What follows belongs to an exercise in optimizing a design on an open flow for small area and a short achievable clock period; a production flow would make more cautious choices. In this exercise RTL edits were held to simulation tests only and were not proved equivalent to the original.

## flow/design.v

```verilog
module UC (instruction,alucode,op1,op2,imControl,writecode,pcControl,flag,flag1,stackSelect);
  input [31:0] instruction;
  output [2:0] op1;
  output [20:0] op2;
  output flag;
  output flag1;
  output reg [3:0] alucode;
  output reg imControl;
  output reg writecode;
  output reg [4:0] pcControl;
  output reg [1:0] stackSelect;
  localparam [5:0] ADD = 6'd0,SUB=6'd1,MUL=6'd2,DIV=6'd3,
  ADDI=6'd4,SUBI=6'd5,MULI=6'd6,DIVI=6'd7,NOT=6'd8,AND=6'd9,
  OR=6'd10,XOR=6'd11,MOD=6'd12,SL=6'd13,SR=6'd14,JMP=6'd15,
  JE=6'd16,JB=6'd17,JA=6'd18,JNE=6'd19,JBE=6'd20,JAE=6'd21,
  JZ=6'd22,JNZ=6'd23,MOV=6'd24,NOP=6'd25,HLT=6'd26,PUSH=6'd27,
  POP=6'd28,MOVI=6'd29;
  assign op1 = instruction[24:22];
  assign flag = instruction[25];
  assign flag1 = instruction[21];
  assign op2 = instruction[20:0];
  always @(*) begin
    case(instruction[31:26])
      ADD:  begin alucode=4'd1;  imControl=1'd0; writecode=1'd0; pcControl=5'd0;  stackSelect=2'd0; end
      ADDI: begin alucode=4'd1;  imControl=1'd1; writecode=1'd0; pcControl=5'd0;  stackSelect=2'd0; end
      SUB:  begin alucode=4'd2;  imControl=1'd0; writecode=1'd0; pcControl=5'd0;  stackSelect=2'd0; end
      SUBI: begin alucode=4'd2;  imControl=1'd1; writecode=1'd0; pcControl=5'd0;  stackSelect=2'd0; end
      MUL:  begin alucode=4'd3;  imControl=1'd0; writecode=1'd0; pcControl=5'd0;  stackSelect=2'd0; end
      MULI: begin alucode=4'd3;  imControl=1'd1; writecode=1'd0; pcControl=5'd0;  stackSelect=2'd0; end
      DIV:  begin alucode=4'd4;  imControl=1'd0; writecode=1'd0; pcControl=5'd0;  stackSelect=2'd0; end
      DIVI: begin alucode=4'd4;  imControl=1'd1; writecode=1'd0; pcControl=5'd0;  stackSelect=2'd0; end
      NOT:  begin alucode=4'd9;  imControl=1'd0; writecode=1'd0; pcControl=5'd0;  stackSelect=2'd0; end
      AND:  begin alucode=4'd7;  imControl=1'd0; writecode=1'd0; pcControl=5'd0;  stackSelect=2'd0; end
      OR:   begin alucode=4'd6;  imControl=1'd0; writecode=1'd0; pcControl=5'd0;  stackSelect=2'd0; end
      XOR:  begin alucode=4'd11; imControl=1'd0; writecode=1'd0; pcControl=5'd0;  stackSelect=2'd0; end
      MOD:  begin alucode=4'd5;  imControl=1'd0; writecode=1'd0; pcControl=5'd0;  stackSelect=2'd0; end
      SL:   begin alucode=4'd11; imControl=1'd0; writecode=1'd0; pcControl=5'd0;  stackSelect=2'd0; end
      SR:   begin alucode=4'd10; imControl=1'd0; writecode=1'd0; pcControl=5'd0;  stackSelect=2'd0; end
      JMP:  begin alucode=4'd14; imControl=1'd0; writecode=1'd0; pcControl=5'd9;  stackSelect=2'd0; end
      JE:   begin alucode=4'd14; imControl=1'd0; writecode=1'd0; pcControl=5'd1;  stackSelect=2'd0; end
      JB:   begin alucode=4'd14; imControl=1'd0; writecode=1'd0; pcControl=5'd2;  stackSelect=2'd0; end
      JA:   begin alucode=4'd14; imControl=1'd0; writecode=1'd0; pcControl=5'd3;  stackSelect=2'd0; end
      JNE:  begin alucode=4'd14; imControl=1'd0; writecode=1'd0; pcControl=5'd4;  stackSelect=2'd0; end
      JBE:  begin alucode=4'd14; imControl=1'd0; writecode=1'd0; pcControl=5'd5;  stackSelect=2'd0; end
      JAE:  begin alucode=4'd14; imControl=1'd0; writecode=1'd0; pcControl=5'd6;  stackSelect=2'd0; end
      JNZ:  begin alucode=4'd14; imControl=1'd0; writecode=1'd0; pcControl=5'd7;  stackSelect=2'd0; end
      JZ:   begin alucode=4'd14; imControl=1'd0; writecode=1'd0; pcControl=5'd8;  stackSelect=2'd0; end
      NOP:  begin alucode=4'd0;  imControl=1'd0; writecode=1'd0; pcControl=5'd0;  stackSelect=2'd0; end
      HLT:  begin alucode=4'd0;  imControl=1'd0; writecode=1'd0; pcControl=5'd10; stackSelect=2'd0; end
      MOV:  begin alucode=4'd14; imControl=1'd0; writecode=1'd1; pcControl=5'd0;  stackSelect=2'd0; end
      MOVI: begin alucode=4'd14; imControl=1'd1; writecode=1'd1; pcControl=5'd0;  stackSelect=2'd0; end
      PUSH: begin alucode=4'd0;  imControl=1'd1; writecode=1'd0; pcControl=5'd0;  stackSelect=2'd1; end
      POP:  begin alucode=4'd0;  imControl=1'd1; writecode=1'd0; pcControl=5'd0;  stackSelect=2'd2; end
      default: begin alucode=4'd0; imControl=1'd0; writecode=1'd0; pcControl=5'd10; stackSelect=2'd0; end
    endcase
  end
endmodule
module DP (clock,rst,in,butin,alucode,flag,flag1,op1,op2,imControl,pcControl,writecode,stackSelect,PC,result,display1,display2,display3);
  input [17:0] in;
  input butin;
  input clock;
  input rst;
  input imControl;
  input [4:0] pcControl;
  input [3:0] alucode;
  input [2:0] op1;
  input flag;
  input flag1;
  input writecode;
  input [20:0] op2;
  input [1:0] stackSelect;
  output reg [31:0] PC;
  output reg [31:0] result;
  output [6:0] display1;
  output [6:0] display2;
  output [6:0] display3;
  reg [255:0] regs;   
  reg [31:0] stackPointer;
  reg [351:0] RAM;    
  reg lastbut;
  reg [31:0] num1;
  reg [31:0] num2;
  wire [31:0] num3;
  assign num3 = regs[op2[17:15]*32 +: 32];
  reg [31:0] towrite;
  reg [31:0] pcjump;
  reg [31:0] alu;
  reg [31:0] spNext;
  reg [31:0] butword;
  reg        wrRam;
  reg [9:0]  wrAddr;
  reg [31:0] wrData;
  reg        wrReg;
  assign display1 = RAM[6:0];
  assign display2 = RAM[38:32];
  assign display3 = RAM[70:64];
  function [31:0] ramRead;
    input [9:0] a;
    begin
      if (a == 10'd3)
        ramRead = {14'b0, in};
      else if (a == 10'd4)
        ramRead = butword;
      else if (a < 10'd11)
        ramRead = RAM[a[3:0]*32 +: 32];
      else
        ramRead = 32'd0;
    end
  endfunction
  always @(*) begin
    if (lastbut == 1'b0 && butin == 1'b0)
      butword = 32'd1;
    else
      butword = {31'd0, butin};
    if (flag)
      num1 = ramRead(regs[op1*32 +: 10]);
    else
      num1 = regs[op1*32 +: 32];
    if (imControl) begin
      if (op2[20] == 1'b1)
        num2 = {11'b11111111111, op2};
      else
        num2 = {11'b00000000000, op2};
    end
    else begin
      if (flag1)
        num2 = ramRead(regs[op2[20:18]*32 +: 10]);
      else
        num2 = regs[op2[20:18]*32 +: 32];
    end
    case (alucode)
      4'd0: alu = num1;
      4'd1: alu = num1 + num2;
      4'd2: alu = num1 - num2;
      4'd3: alu = num1 * num2;
      4'd4: alu = (num2 == 32'd0) ? 32'hffffffff : num1 / num2;
      4'd5: alu = (num2 == 32'd0) ? num1 : num1 % num2;
      4'd6: alu = num1 | num2;
      4'd7: alu = num1 & num2;
      4'd8: alu = num1 ^ num2;
      4'd9: alu = ~num1;
      4'd10: alu = num1 >> 1;
      4'd11: alu = num1 << 1;
      default: alu = 32'hffffffff;
    endcase
    if (writecode)
      towrite = num2;
    else
      towrite = alu;
    spNext = stackPointer;
    if (stackSelect == 2'd2) begin  
      spNext = stackPointer + 1;
      towrite = ramRead(spNext[9:0]);
    end
    wrRam = 1'b0;
    wrReg = 1'b0;
    wrAddr = regs[op1*32 +: 10];
    wrData = towrite;
    if (pcControl == 5'd0) begin
      if (stackSelect == 2'd1) begin  
        wrRam = 1'b1;
        wrAddr = stackPointer[9:0];
        wrData = num1;
        spNext = stackPointer - 1;
      end
      else if (flag)
        wrRam = 1'b1;
      else
        wrReg = 1'b1;
    end
    case (pcControl)
      5'd0: pcjump = 32'd1;
      5'd1: pcjump = (num1 == num2) ? num3 : 32'd1;
      5'd2: pcjump = (num1 < num2) ? num3 : 32'd1;
      5'd3: pcjump = (num1 > num2) ? num3 : 32'd1;
      5'd4: pcjump = (num1 != num2) ? num3 : 32'd1;
      5'd5: pcjump = (num1 <= num2) ? num3 : 32'd1;
      5'd6: pcjump = (num1 >= num2) ? num3 : 32'd1;
      5'd7: pcjump = (num1 != 32'd0) ? num2 : 32'd1;
      5'd8: pcjump = (num1 == 32'd0) ? num2 : 32'd1;
      5'd9: pcjump = num1;
      default: pcjump = 32'd0;
    endcase
  end
  always @(posedge clock) begin
    if (rst) begin
      PC <= 32'd0;
      result <= 32'd0;
      stackPointer <= 32'd10;
      lastbut <= 1'b0;
      regs <= 256'd0;
      RAM <= 352'd0;
    end
    else begin
      PC <= PC + pcjump;
      result <= alu;
      stackPointer <= spNext;
      lastbut <= butin;
      if (wrReg)
        regs[op1*32 +: 32] <= wrData;
      if (wrRam && wrAddr < 10'd11)
        RAM[wrAddr[3:0]*32 +: 32] <= wrData;
    end
  end
endmodule
module j17_core (
  input         clk,
  input         rst,
  input  [31:0] instr,
  input  [17:0] sw,
  input         btn,
  output [31:0] pc,
  output [31:0] result,
  output [6:0]  display1,
  output [6:0]  display2,
  output [6:0]  display3
);
  wire [3:0]  alucode;
  wire [2:0]  op1;
  wire [20:0] op2;
  wire [4:0]  pcControl;
  wire        flag;
  wire        flag1;
  wire        imControl;
  wire        writecode;
  wire [1:0]  stackSelect;
  UC ControlUnit (
    .instruction(instr),
    .alucode(alucode),
    .op1(op1),
    .op2(op2),
    .imControl(imControl),
    .writecode(writecode),
    .pcControl(pcControl),
    .flag(flag),
    .flag1(flag1),
    .stackSelect(stackSelect)
  );
  DP DataPath (
    .clock(clk),
    .rst(rst),
    .alucode(alucode),
    .in(sw),
    .butin(btn),
    .flag(flag),
    .flag1(flag1),
    .op1(op1),
    .op2(op2),
    .imControl(imControl),
    .pcControl(pcControl),
    .writecode(writecode),
    .stackSelect(stackSelect),
    .PC(pc),
    .result(result),
    .display1(display1),
    .display2(display2),
    .display3(display3)
  );
endmodule
```

## flow/run.sh

```bash
#!/bin/bash
# synth_recipe.tcl (not shown) runs the flow's synth.tcl, then flattens the netlist and writes it again
# the make line also repeats each setting of config.mk as NAME=value (left out here)
make -C /OpenROAD-flow-scripts/flow DESIGN_CONFIG=/design/flow/config.mk WORK_HOME=/design/flow/orfs CLKGATE_MAP_FILE= SYNTH_SCRIPT=/design/flow/synth_recipe.tcl finish
```

## flow/config.mk

```make
export PLATFORM = sky130hd
export DESIGN_NAME = j17_core
export DESIGN_NICKNAME = j17_core
export VERILOG_FILES = /design/flow/design.v
export SDC_FILE = /design/flow/constraint.sdc
export NUM_CORES = 4
export LEC_CHECK = 0
export CAP_MARGIN = 20
export CORE_MARGIN = 2
export CORE_UTILIZATION = 40
export PLACE_DENSITY = 0.6
export SLEW_MARGIN = 20
```

## flow/constraint.sdc

```tcl
create_clock -name core_clock -period 120.0 [get_ports {clk}]
set_input_delay 24.0000 -clock core_clock [delete_from_list [all_inputs] [get_ports {clk}]]
set_output_delay 24.0000 -clock core_clock [all_outputs]
set_load 0.01 [all_outputs]
```

==> summary.txt <==
status -> timing/DRC/antenna clean
antenna violations before repair -> 51
vias per cell -> 6.76
sequential area share after synthesis -> 0.147
GR Overflow Total -> 0
pin count of the biggest net entering global routing -> 93
Synth Flop Type -> dfxtp_1
Final #Nets -> 13200
arrival time at the worst endpoint -> 115.61 ns
GRT Total Usage -> 0.425
Initial Utilization -> 0.403
CTS H-tree lvls -> 3
Slew headroom -> 0.101
Final Hold Viols -> 0
GP Congestion -> 1.08
Slew @ Worst Pin -> 1.34 ns
setup slack at placement -> -2.30 ns
commonest non-fill, non-tap cell in the layout -> nand2_1
DRT antenna net count -> 0
Worst path slowest cell -> or4b_2
DRT Pass-1 Iters -> 7
# rows -> 176
Via Count -> 102000
Detailed Place HPWL -> 381 mm
CTS tree -> done
Clock Sinks -> 683
Syn Std Cell Area -> 92700 um^2
Worst Path Max Fanout -> 47
Post-Route Utilization -> 0.449
HP Class -> flop to flop
Worst path most repeated cell -> ha_1
area delta synth->final -> 11.4%
setup ws final -> 4.99 ns
Clock Latency Late Sink -> 0.74 ns
slowest cell delay on critical path -> 0.70 ns
Mapped Cells -> 12000
drt wl/cell -> 34.6 um
CP endpoint kind -> flop
Cell variety after synth -> 120
clock slew at reported path FFs -> 0.07 ns
clock tree buffer depth -> 3
layout cells sized above 1 -> 0.124
Critical Path RT -> 120.59 ns
hold slack -> 0.478 ns
DRC viols -> 0
period utilisation layout -> 0.958
TritonCTS Buffers -> 74
I/O pins -> 138
Die W -> 485 um
global-route wire length before repair -> 727 mm
Worst Skew -> 0.0501 ns
fmax -> 8.69 MHz
setup violators final -> 0
Port Buf Inserts -> 137
max cap viols -> 0
Worst setup SP type -> input port
Post-synth EDFFs -> 0
vias in the first global route -> 96800
YS warnings -> 2
ys async rst share -> 0
register bit total from synthesis -> 683
Die H -> 485 um
synthesized area per cell -> 7.73 um^2
area of the core -> 230000 um^2
Routed WL -> 521 mm
Setup Crit Path Kind -> input port to flop
hold buffers post-CTS -> 0
Tmin final -> 115.01 ns
Die Area -> 236000 um^2
CTS root buf -> clkbuf_16
Syn Nets -> 13300
pins over their slew limit -> 0
1st-iter DRT viols -> 13800
commonest non-fill, non-tap cells in the layout -> 1659 x nand2_1, 967 x nor2_1, 826 x a21oi_1
worst paths after layout:
kind                             startpoint                              to  slack, ns  cells after the start
min reg2reg  DataPath.regs[11]$_SDFFE_PP0P_  DataPath.regs[11]$_SDFFE_PP0P_       0.48                      2
max                               instr[19]  DataPath.regs[79]$_SDFFE_PP0P_       4.99                    396
min          DataPath.regs[11]$_SDFFE_PP0P_  DataPath.regs[11]$_SDFFE_PP0P_       0.48                      2
max reg2reg   DataPath.regs[1]$_SDFFE_PP0P_  DataPath.regs[79]$_SDFFE_PP0P_      28.21                    397
synthesized netlist by cell type (all sizes together) (67+ instances only):
cell type  number  area, um^2
a211oi        156        1190
buf           257        1360
nand4          80         507
o211ai        111         833
clkbuf        541        2030
ha            796        9960
mux4          277        6240
o21a          139        1040
fa            412        8250
or3           112         706
mux2          110        1240
nor3          294        1500
nand3         285        1430
nand2b         82         513
nor2          993        3750
inv           756        2840
mux2i         309        3100
xnor2         303        2650
a21o          207        1550
a22oi          67         513
nor2b         113         707
a31oi         165        1040
o21ai         849        4250
nand2        1671        6280
and2           89         557
a22o          109         955
a21oi         866        4360
a221oi         72         637
xor2          167        1460
o31ai          70         568
dfxtp         683       13700
kinds of logic (layout without fill, tap and decap cells):
family | after synthesis | in the layout | share of synthesized area
AND/OR/NAND/NOR | 3983 | 3987 | 0.192
AO/OA/AOI/OAI | 3390 | 3390 | 0.238
buffers and inverters | 1565 | 1586 | 0.0676
adder cells (fa/ha/maj) | 1208 | 1208 | 0.196
multiplexers | 696 | 700 | 0.114
flip-flops | 683 | 683 | 0.147
XOR/XNOR | 472 | 472 | 0.0449
other | 0 | 28 | 0
state kept, by name, indices dropped and copies added, names as in the netlist:
signal / count
DataPath.lastbut: 1
DataPath.regs: 256
DataPath.RAM: 352
DataPath.PC: 32
DataPath.stackPointer: 10
DataPath.result: 32
per-stage QoR:
step / cells / TNS, ns / area (um^2)
final: 15100 / 0 / 103000
after global routing: 15100 / -61.20 / 103000
after detailed placement: 14900 / -701.85 / 99400
after global placement: 14900 / -14.90 / 99300
after CTS: 15000 / 0 / 102000
after floorplan: 12000 / 0 / 92700
cell type report:
class / instances / area, um^2
Clock inverter: 27 / 437
Inverter: 767 / 2890
Sequential cell: 683 / 13700
Multi-Input combinational cell: 9757 / 74600
Fill cell: 23200 / 127000
Tap cell: 3026 / 3790
Timing Repair Buffer: 684 / 5650
Clock buffer: 108 / 2200
Antenna cell: 28 / 70.1
layer usage:
| layer | wire (um) | track usage | up-vias |
|---|---|---|---|
| met4 | 55400 | 0.362 | 38 |
| met2 | 212000 | 0.617 | 7396 |
| met3 | 65800 | 0.136 | 2177 |
| li1 | - | - | 43000 |
| met1 | 188000 | 0.508 | 49300 |
| met5 | 274 | 0 | - |
worst max-delay path: cells and delay by family:
kind,cells,cell delay [ns]
muxes,8,2.09
and+or+nand+nor,116,23.79
AOI/OAI and AO/OA,205,47.46
adders and majority gates,31,9.92
buffers and inverters,36,7.93
repair_timing:
item / in CTS / in global routing
cloned: 2 / 6
setup endpoints to repair: 588 / 640
gates resized for setup: 17 / 176
pin swaps: 2 / 16
setup buffers: 3 / 22

## re-timing with driven ports
No port has a modelled driver above. Below, the same layout with a new extraction and two added sets of constraints. Step 1 (the two cells are an assumption about what drives the block):
set clk [get_ports {clk}]
set_driving_cell -lib_cell sky130_fd_sc_hd__clkbuf_16 $clk
set_driving_cell -lib_cell sky130_fd_sc_hd__buf_2 [delete_from_list [all_inputs] $clk]
Step 2 moves the port delays by t, midway between the first and last clock arrival at a register: inputs arrive t later, outputs are due t later. That takes back most of the time a late clock gives input paths. Slacks: no drivers / after step 1 / after step 2; pairs: no drivers / after step 1.
shift t [ns]: 0.795
slack for setup (ns): 4.986 / 5.032 / 4.237
worst setup path after step 2: input to register
slew at the worst register clock pin (ns): 0.09 / 0.09
cell pins on the clock port's net: 1
After both steps setup and hold are still met in this run. The setup slack of this run moves by +0.046 ns with the drivers and by -0.749 ns with both steps.
